Source: an optimization exercise on an open RTL-to-GDS flow (aim: small area and a short achievable clock period). Production flows keep margins and buffers that such runs may drop.
No run shown here included a check of the RTL's function; only the layout flow was run.
Power figures rest on the tool's default switching activity, not on a simulated workload.

## flow/design.v (module list and top-level ports; edited modules follow where they fit)
// module CannyEdge: 768 lines
module CannyEdge(dAddrRegRow, dAddrRegCol, bWE, bCE, InData, OutData,
	OPMode, bOPEnable, dReadReg, dWriteReg,	clk, rst_b);
  // ...
==> flow/flow/run.sh <==
#!/bin/bash
# Layout flow: the standard flow (standard.sh), unchanged synthesis, plus
#  1. fapol.py on the synthesized netlist: full adders are self-dual, so
#     each fa cell may be fed complemented inputs and give complemented
#     outputs; fapol picks the polarities that need the fewest inverters
#     and rewrites the netlist (registers and ports untouched).
#  2. port buffers of a plain buffer cell (buf_2) instead of the default pick,
#  3. the resizer's setup margin raised so repair_timing keeps shortening
#     the critical paths past the 10 ns constraint,
#  4. a clock tree of smaller buffers and no dummy loads.
# Each tool's output goes to a log file in this folder.
set -u
R=orfs/results/${FLOW_PLATFORM:-sky130hd}/CannyEdge/base
export BUFFER_PORTS_ARGS="-buffer_cell sky130_fd_sc_hd__buf_2"
export SETUP_SLACK_MARGIN=${MARGIN:-6.2}
export CTS_ARGS="-sink_clustering_enable -repair_clock_nets -dont_use_dummy_load -buf_list sky130_fd_sc_hd__clkbuf_8 -sink_clustering_size 16 -sink_clustering_max_diameter 60"
bash standard.sh synth > synth.log 2>&1 || exit 1
if python3 flow/fapol.py $R/1_2_yosys.v $R/1_2_yosys_fapol.v > fapol.log 2>&1; then
  cp $R/1_2_yosys.v $R/1_2_yosys_std.v
  cp $R/1_2_yosys_fapol.v $R/1_2_yosys.v
  rm -f $R/1_synth.odb $R/1_synth.sdc
fi
bash standard.sh > standard.log 2>&1
==> flow/flow/fapol.py <==
#!/usr/bin/env python3
"""Full-adder polarity optimisation on a Yosys gate netlist (sky130hd).

A full adder is self-dual: fa(~a,~b,~c) = (~sum, ~cout).  Yosys's adder
extraction leaves many inverters between full adders; this pass chooses,
for each fa cell, whether to use it "flipped" (fed and producing
complemented signals) so that the number of inverters needed is minimal,
then rewrites the netlist.  The logic function at every register and port
is unchanged; registers are untouched.
usage: fapol.py in.v out.v
"""
import re, sys, random

src = open(sys.argv[1]).read()
INV = 'sky130_fd_sc_hd__inv_1'
FA = re.compile(r'sky130_fd_sc_hd__fa_\d+$')
OUTPINS = {'X', 'Y', 'Q', 'Q_N', 'SUM', 'COUT', 'HI', 'LO'}

# cell instances: type name ( pins );
cell_re = re.compile(r'^(\s*)(sky130_fd_sc_hd__\w+)\s+(\S+)\s*\((.*?)\);\s*$', re.S | re.M)
pin_re = re.compile(r'\.(\w+)\(\s*(.*?)\s*\)(?=\s*,|\s*$)', re.S)

cells = []
for m in cell_re.finditer(src):
    typ, name, body = m.group(2), m.group(3), m.group(4)
    pins = [(p, n.strip()) for p, n in pin_re.findall(body)]
    cells.append({'typ': typ, 'name': name, 'pins': pins, 'span': m.span()})

driver = {}
loads = {}
for i, c in enumerate(cells):
    for p, n in c['pins']:
        if p in OUTPINS:
            driver[n] = (i, p)
        else:
            loads.setdefault(n, []).append((i, p))

def is_inv(i):
    return cells[i]['typ'] == INV

def root(n):
    """follow inverters back: returns (root net, parity)"""
    q = 0
    while n in driver and is_inv(driver[n][0]):
        c = cells[driver[n][0]]
        n = dict(c['pins'])['A']
        q ^= 1
    return n, q

fa_ids = [i for i, c in enumerate(cells) if FA.match(c['typ'])]
fa_set = set(fa_ids)
inv_ids = [i for i, c in enumerate(cells) if c['typ'] == INV]

# demands: for every non-inverter consumer pin, which (root, parity) it needs
# (for fa pins, parity is relative to the fa's flip)
demands = []   # (consumer cell or None, pin, root, q)
nets_out_ports = set()
for i, c in enumerate(cells):
    if c['typ'] == INV:
        continue
    for p, n in c['pins']:
        if p in OUTPINS:
            continue
        if n.startswith("1'") or n == '':
            continue
        r, q = root(n)
        demands.append((i, p, r, q))

# module outputs / assigns that read nets: keep these nets' polarity as-is
assign_re = re.compile(r'^\s*assign\s+(.*?)\s*=\s*(.*?);', re.M)
port_reads = []
for m in assign_re.finditer(src):
    rhs = m.group(2).strip()
    if rhs in driver or rhs in loads:
        r, q = root(rhs)
        port_reads.append((rhs, r, q))

def root_pol(r, flip):
    d = driver.get(r)
    if d and d[0] in fa_set:
        return flip[d[0]]
    return 0

by_root = {}
for i, p, r, q in demands:
    by_root.setdefault(r, []).append((i, q))
for _, r, q in port_reads:
    by_root.setdefault(r, []).append((None, q))
fa_roots = {}
for i in fa_ids:
    rs = set()
    for p, n in cells[i]['pins']:
        if p in OUTPINS:
            rs.add(n)
        elif not (n.startswith("1'") or n == ''):
            rs.add(root(n)[0])
    fa_roots[i] = [r for r in rs if r in by_root]

def root_cost(r, flip):
    rp = root_pol(r, flip)
    wants = set(q ^ (flip[i] if i in fa_set else 0) for i, q in by_root[r])
    return sum(1 for w in wants if w != rp)

def total(flip):
    return sum(root_cost(r, flip) for r in by_root)

def search(flip, seed):
    rnd = random.Random(seed)
    improved = True
    while improved:
        improved = False
        order = fa_ids[:]
        rnd.shuffle(order)
        for i in order:
            before = sum(root_cost(r, flip) for r in fa_roots[i])
            flip[i] ^= 1
            after = sum(root_cost(r, flip) for r in fa_roots[i])
            if after < before or (after == before and rnd.random() < 0.3):
                if after < before:
                    improved = True
            else:
                flip[i] ^= 1
    return total(flip)

start = {i: 0 for i in fa_ids}
print('inverters before', len(inv_ids), 'needed with no flips', total(start), file=sys.stderr)
best, flip = None, None
for seed in range(40):
    f = {i: (random.Random(1000 + seed).random() < 0.5) * 1 if seed else 0 for i in fa_ids}
    c = search(f, seed)
    if best is None or c < best:
        best, flip = c, dict(f)
print('needed after', best, 'flipped', sum(flip.values()), file=sys.stderr)

if len(sys.argv) > 2:
    # rewrite: every (root, polarity) needed gets a net
    newcells = []
    invnet = {}
    cnt = [0]
    def net_for(r, want):
        if want == root_pol(r, flip):
            return r
        if r not in invnet:
            cnt[0] += 1
            nn = f'_fapol_{cnt[0]}_'
            invnet[r] = nn
            ra = r + ' ' if r.startswith('\\') else r
            newcells.append(f'  {INV} fapol_inv_{cnt[0]} (\n    .A({ra}),\n    .Y({nn})\n  );\n')
        return invnet[r]
    out = []
    last = 0
    for i, c in enumerate(cells):
        s, e = c['span']
        out.append(src[last:s])
        last = e
        if c['typ'] == INV:
            continue   # all inverters are re-created as needed
        pins = []
        for p, n in c['pins']:
            if p not in OUTPINS and not (n.startswith("1'") or n == ''):
                r, q = root(n)
                want = q ^ (flip[i] if i in fa_set else 0)
                n = net_for(r, want)
            pins.append(f'    .{p}({n}' + (' )' if n.startswith('\\') else ')'))
        out.append(f"  {c['typ']} {c['name']} (\n" + ',\n'.join(pins) + '\n  );')
    out.append(src[last:])
    text = ''.join(out)
    # port assigns
    def fix_assign(m):
        lhs, rhs = m.group(1), m.group(2).strip()
        if rhs in driver or rhs in loads:
            r, q = root(rhs)
            nn = net_for(r, q)
            return m.group(0).replace(m.group(2), nn + ' ' if nn.startswith('\\') else nn)
        return m.group(0)
    text = assign_re.sub(fix_assign, text)
    wires = ''.join(f'  wire {n};\n' for n in invnet.values())
    text = text.replace('endmodule', wires + ''.join(newcells) + 'endmodule')
    open(sys.argv[2], 'w').write(text)

==> flow/standard.sh <==
#!/bin/bash
# synth_recipe.tcl (not shown) runs the flow's synth.tcl, then flattens the netlist and writes it again
# the make line also repeats each setting of config.mk as NAME=value (left out here)
make -C /OpenROAD-flow-scripts/flow DESIGN_CONFIG=/design/flow/config.mk WORK_HOME=/design/flow/orfs CLKGATE_MAP_FILE= SYNTH_SCRIPT=/design/flow/synth_recipe.tcl "${@:-finish}"
==> flow/config.mk <==
export PLATFORM = sky130hd
export DESIGN_NAME = CannyEdge
export DESIGN_NICKNAME = CannyEdge
export VERILOG_FILES = /design/flow/design.v
export SDC_FILE = /design/flow/constraint.sdc
export NUM_CORES = 4
export LEC_CHECK = 0
export CAP_MARGIN = 20
export CORE_MARGIN = 2
export CORE_UTILIZATION = 40
export SLEW_MARGIN = 20
==> flow/constraint.sdc <==
create_clock -name core_clock -period 10.0 [get_ports {clk}]
set_input_delay 2.0000 -clock core_clock [delete_from_list [all_inputs] [get_ports {clk}]]
set_output_delay 2.0000 -clock core_clock [all_outputs]
set_load 0.01 [all_outputs]
==> impl_metrics.yaml, run 1 <==
setup_path:
  crit_type: "register to register"
  crit_fanout: 3
  ff2ff_path_depth: 12
  crit_arrival_ns: 4.40
  worstSetupEndpoint: "gs4[4]$_DFFE_PP_"
  r2r_end: "gs4[4]$_DFFE_PP_"
  timing.rr.start: "regX[6][2]$_DFFE_PP_"
clock_network:
  cts_tree: "yes"
  cts.htree.levels: 1
  clkTransAtPathRegs_ns: 0.09
  cts_root_buf: "clkbuf_8"
  post_cts_resized: 120
  post-cts-setup-buffers: 69
logic_synthesis:
  synth.avg_cell_area_um2: 13.9
  postSynthCellCount: 1578
sta:
  max_clock_freq_mhz: 247
  rsz0062_at_grt: "true"
  finalCriticalPeriod_ns: 4.05
  fin_crit_sh_pct: 40.5
floorplan:
  nWellTaps: 696
  io_pins: 38
  row_count: 85
final_layout:
  flops_and_latches: 317
  inverters: 131
  signal_buffers: 165
  num-clock-buffers: 31
global_route:
  gr-usage-met1_pct: 37.8
  grt_use_met3_pct: 7.61
  top_usage_layer: "met2"
  grt_pass1_vias: 15135
power_and_ir_drop:
  ir_drop_uv: 91.5
  p_seq_share_pct: 60.1
  pg_clk_mw: 0.704
detailed_routing:
  ant_nets: 0
  wl_per_cell_um: 33.1
  viasPerCell: 6.11
  met1Wirelength_mm: 31.3
status:
  status: "no timing/DRC/antenna violations"
placed_design:
  gp_congestion: 1.03
  dp_cells: 2295
  place_ws_ns: 4.56
  placedInstanceArea_um2: 23000
==> inputs of run 2 (changes only) <==
--- a/flow/flow/run.sh
+++ b/flow/flow/run.sh
@@ -12,7 +12,7 @@
 set -u
 R=orfs/results/${FLOW_PLATFORM:-sky130hd}/CannyEdge/base
 export BUFFER_PORTS_ARGS="-buffer_cell sky130_fd_sc_hd__buf_2"
-export SETUP_SLACK_MARGIN=${MARGIN:-6.2}
+export SETUP_SLACK_MARGIN=${MARGIN:-6.0}
 export CTS_ARGS="-sink_clustering_enable -repair_clock_nets -dont_use_dummy_load -buf_list sky130_fd_sc_hd__clkbuf_8 -sink_clustering_size 16 -sink_clustering_max_diameter 60"
 bash standard.sh synth > synth.log 2>&1 || exit 1
 if python3 flow/fapol.py $R/1_2_yosys.v $R/1_2_yosys_fapol.v > fapol.log 2>&1; then
==> run 2 against run 1 <==
  * Still clean on timing, DRC and antenna
  * Via count fell by 3.0%
  * Synthesized area stayed put
  * Clock skew is 0.010 ns higher
  * First-iteration DRC count decreased by 9.5%
  * Clock power increased by 7.7%
  * Utilization shrank 0.97 points
  * Critical path type unchanged
==> impl_metrics.yaml, run 2 <==
sta:
  finClkSkew_ns: 0.0716
  rsz0062_at_grt: "true"
  fin_ws_ns: 5.96
  slew_viol_final: 0
  tightest_slew_ns: 1.02
  finalSetupViolations: 0
  max-slew-margin-rel_pct: 32.1
  tns_ns: 0
  fin_crit_sh_pct: 40.4
  hold_viol: 0
  max_clock_freq_mhz: 247
  finalCriticalPeriod_ns: 4.04
final_layout:
  area_growth_pct: 12.4
  layout-drive-gt1-share_pct: 17.9
  post-route-util_pct: 45.6
  instances_no_fill: 2406
  nNetsFinal: 2156
  reg_top3: "regX x200, gs3 x12"
  fill_cells: 4777
  largest_reg_flops: 200
  largest_register: "regX"
  layout_commonest_cell: "edfxtp_1"
  mostFrequentLayoutCells: "292 x edfxtp_1, 253 x fa_1, 141 x ha_1, 127 x inv_1, 93 x buf_4"
  stdcell_area_um2: 24700
global_route:
  antenna_found_initial: 4
  grt_pass1_wl_mm: 103
  grt_pass1_vias: 14814
  track_usage_pct: 26.0
  grt_max_degree: 57
  overflow: 0
detailed_routing:
  viasPerCell: 5.98
  firstDrtPassIters: 8
  totalWireLength_mm: 73.1
  vias: 14391
  wl_per_cell_um: 30.4
  first_iter_violations: 1573
  ant_nets: 0
  route.detailed.drc: 0
setup_path:
  rrSetupSlack_ns: 5.96
  crit_fanout: 3
  ff2ff_path_depth: 12
  timing.rr.start: "regX[6][2]$_DFFE_PP_"
  crit_arrival_ns: 4.35
  start_kind: "register"
  setup.worst_path.start: "regX[6][2]$_DFFE_PP_"
  endpoint_kind: "register"
  r2r_end: "gs4[4]$_DFFE_PP_"
  worstSetupEndpoint: "gs4[4]$_DFFE_PP_"
  crit_required_ns: 10.30
  crit_type: "register to register"
logic_synthesis:
  postSynthCellCount: 1578
  synth.cell_area_um2: 21900
  yosysWarnings: 2
  synth.avg_cell_area_um2: 13.9
  synth_fp_nets: 2025
clock_network:
  clock_sinks: 317
  cts_root_buf: "clkbuf_8"
  cts_tree: "yes"
  clkTransAtPathRegs_ns: 0.09
  hold_buffers: 0
  ctsLongestPathBuffers: 3
  numCtsBuffers: 34
  cts.htree.levels: 2
  insertion_delay_ns: 0.63
placed_design:
  gp_congestion: 1.03
  dp_hpwl_mm: 55.8
  dp_cells: 2288
  port_buffers: 37
  placedInstanceArea_um2: 23000
  place_ws_ns: 4.57
power_and_ir_drop:
  power_leakage_nw: 8.97
  ir_drop_uv: 67.5
  powerDensity_nw_per_um2: 103
floorplan:
  dieHeight_um: 238
  start_util_pct: 40.6
  row_count: 85
  io_pins: 38
  die_area_um2: 56700
  die_w_um: 238
  core_area_um2: 54000
flow_run:
  cap_violations: 0
status:
  status: "no timing/DRC/antenna violations"
min_path:
  min_path_type: "register to register"
run 2: cell types whose count changed in the layout (fill, tap and decap cells not counted), sizes merged:
cell	previous run	this run
diode	1	3
clkinvlp	0	1
inv	131	130
buf	162	136
run 2: what timing repair did:
action,CTS,global route
gates cloned,0,0
setup endpoints to repair,235,105
gates resized for setup,60,70
buffers inserted,53,28
pin swaps,21,41
run 2: area by class of cell:
class,count,area (µm²),share of cell area [%]
antenna,3,7.51,0.0304
clock buffer,34,468,1.90
inverter,131,495,2.01
multi-input combinational,1089,12500,50.5
sequential,317,9410,38.1
tap,696,871,3.53
timing repair buffer,136,961,3.90
run 2: worst min-delay path by stage:
stage                                      startpoint                     endpoint  slack (ns)  cells after the start
after global routing      Out_gradient[3]$_DFFE_PN0P_  Out_gradient[3]$_DFFE_PN0P_        0.52                      1
after CTS                 Out_gradient[5]$_DFFE_PN0P_  Out_gradient[5]$_DFFE_PN0P_        0.49                      2
final                     Out_gradient[5]$_DFFE_PN0P_  Out_gradient[5]$_DFFE_PN0P_        0.48                      2
after global placement    Out_gradient[3]$_DFFE_PN0P_  Out_gradient[3]$_DFFE_PN0P_        0.46                      1
after detailed placement  Out_gradient[5]$_DFFE_PN0P_  Out_gradient[5]$_DFFE_PN0P_        0.47                      2
after floorplan                  y6c[0]$_SDFFCE_PP0P_            pc[0]$_DFFE_PN1P_        0.43                      2
run 2: power breakdown:
group,switching [mW],internal [mW]
Sequential,0.0391,1.47
Clock,0.454,0.304
Combinational,0.164,0.103
Total,0.657,1.88
run 2: metal layers:
metal	wire length, µm	vias to the layer above	part of all wire (%)	track usage [%]
met5	21	-	0.029	0
met4	4750	4	6.5	14.1
met1	28400	7457	39	33.2
li1	-	5976	-	-
met2	33500	752	46	40.9
met3	6430	202	8.8	6.40
run 2: worst max-delay path, cell delays in order (launching register included):
cell and delay [ns]:
edfxtp_1 0.56, fa_1 0.50, fa_1 0.55, ha_4 0.23, a21oi_2 0.14, nor2_2 0.06
nor2_4 0.12, o21bai_2 0.10, a21oi_2 0.17, buf_4 0.15, xor2_4 0.24, fa_1 0.48
fa_2 0.42
run 2: per-stage QoR:
step	hold WS, ns	power, mW
6_report	0.484	2.53
5_1_grt	0.516	2.62
4_1_cts	0.491	2.53
3_5_place_dp	0.470	1.78
3_3_place_gp	0.459	1.77
2_1_floorplan	0.429	1.67

-- static timing again, ports no longer ideal --
The flow's constraints put no driver on any port. The routed layouts listed below were extracted and timed again, unchanged, in two steps.
Step 1: set_driving_cell puts a clkbuf_16 on clk and a buf_2 on each other input, an assumption about the parent block.
Step 2 moves the port delays by t, midway between the first and last clock arrival at a register: inputs arrive t later, outputs are due t later. That takes back most of the time a late clock gives input paths.
Three values: ideal, step 1, step 2; two values: the first two.
run	t, ns	slack for setup (ns)	latest minus earliest clock arrival (ns)	worst register clock-pin slew, ns
run 1	0.686	5.947 / 5.947 / 5.504	0.064 / 0.063	0.10 / 0.10
run 2	0.650	5.957 / 5.957 / 5.357	0.072 / 0.072	0.10 / 0.10
After both steps setup and hold are still met in every run listed. The setup slack of run 2, which loses most, moves by 0.000 ns with the drivers and by -0.600 ns with both steps.
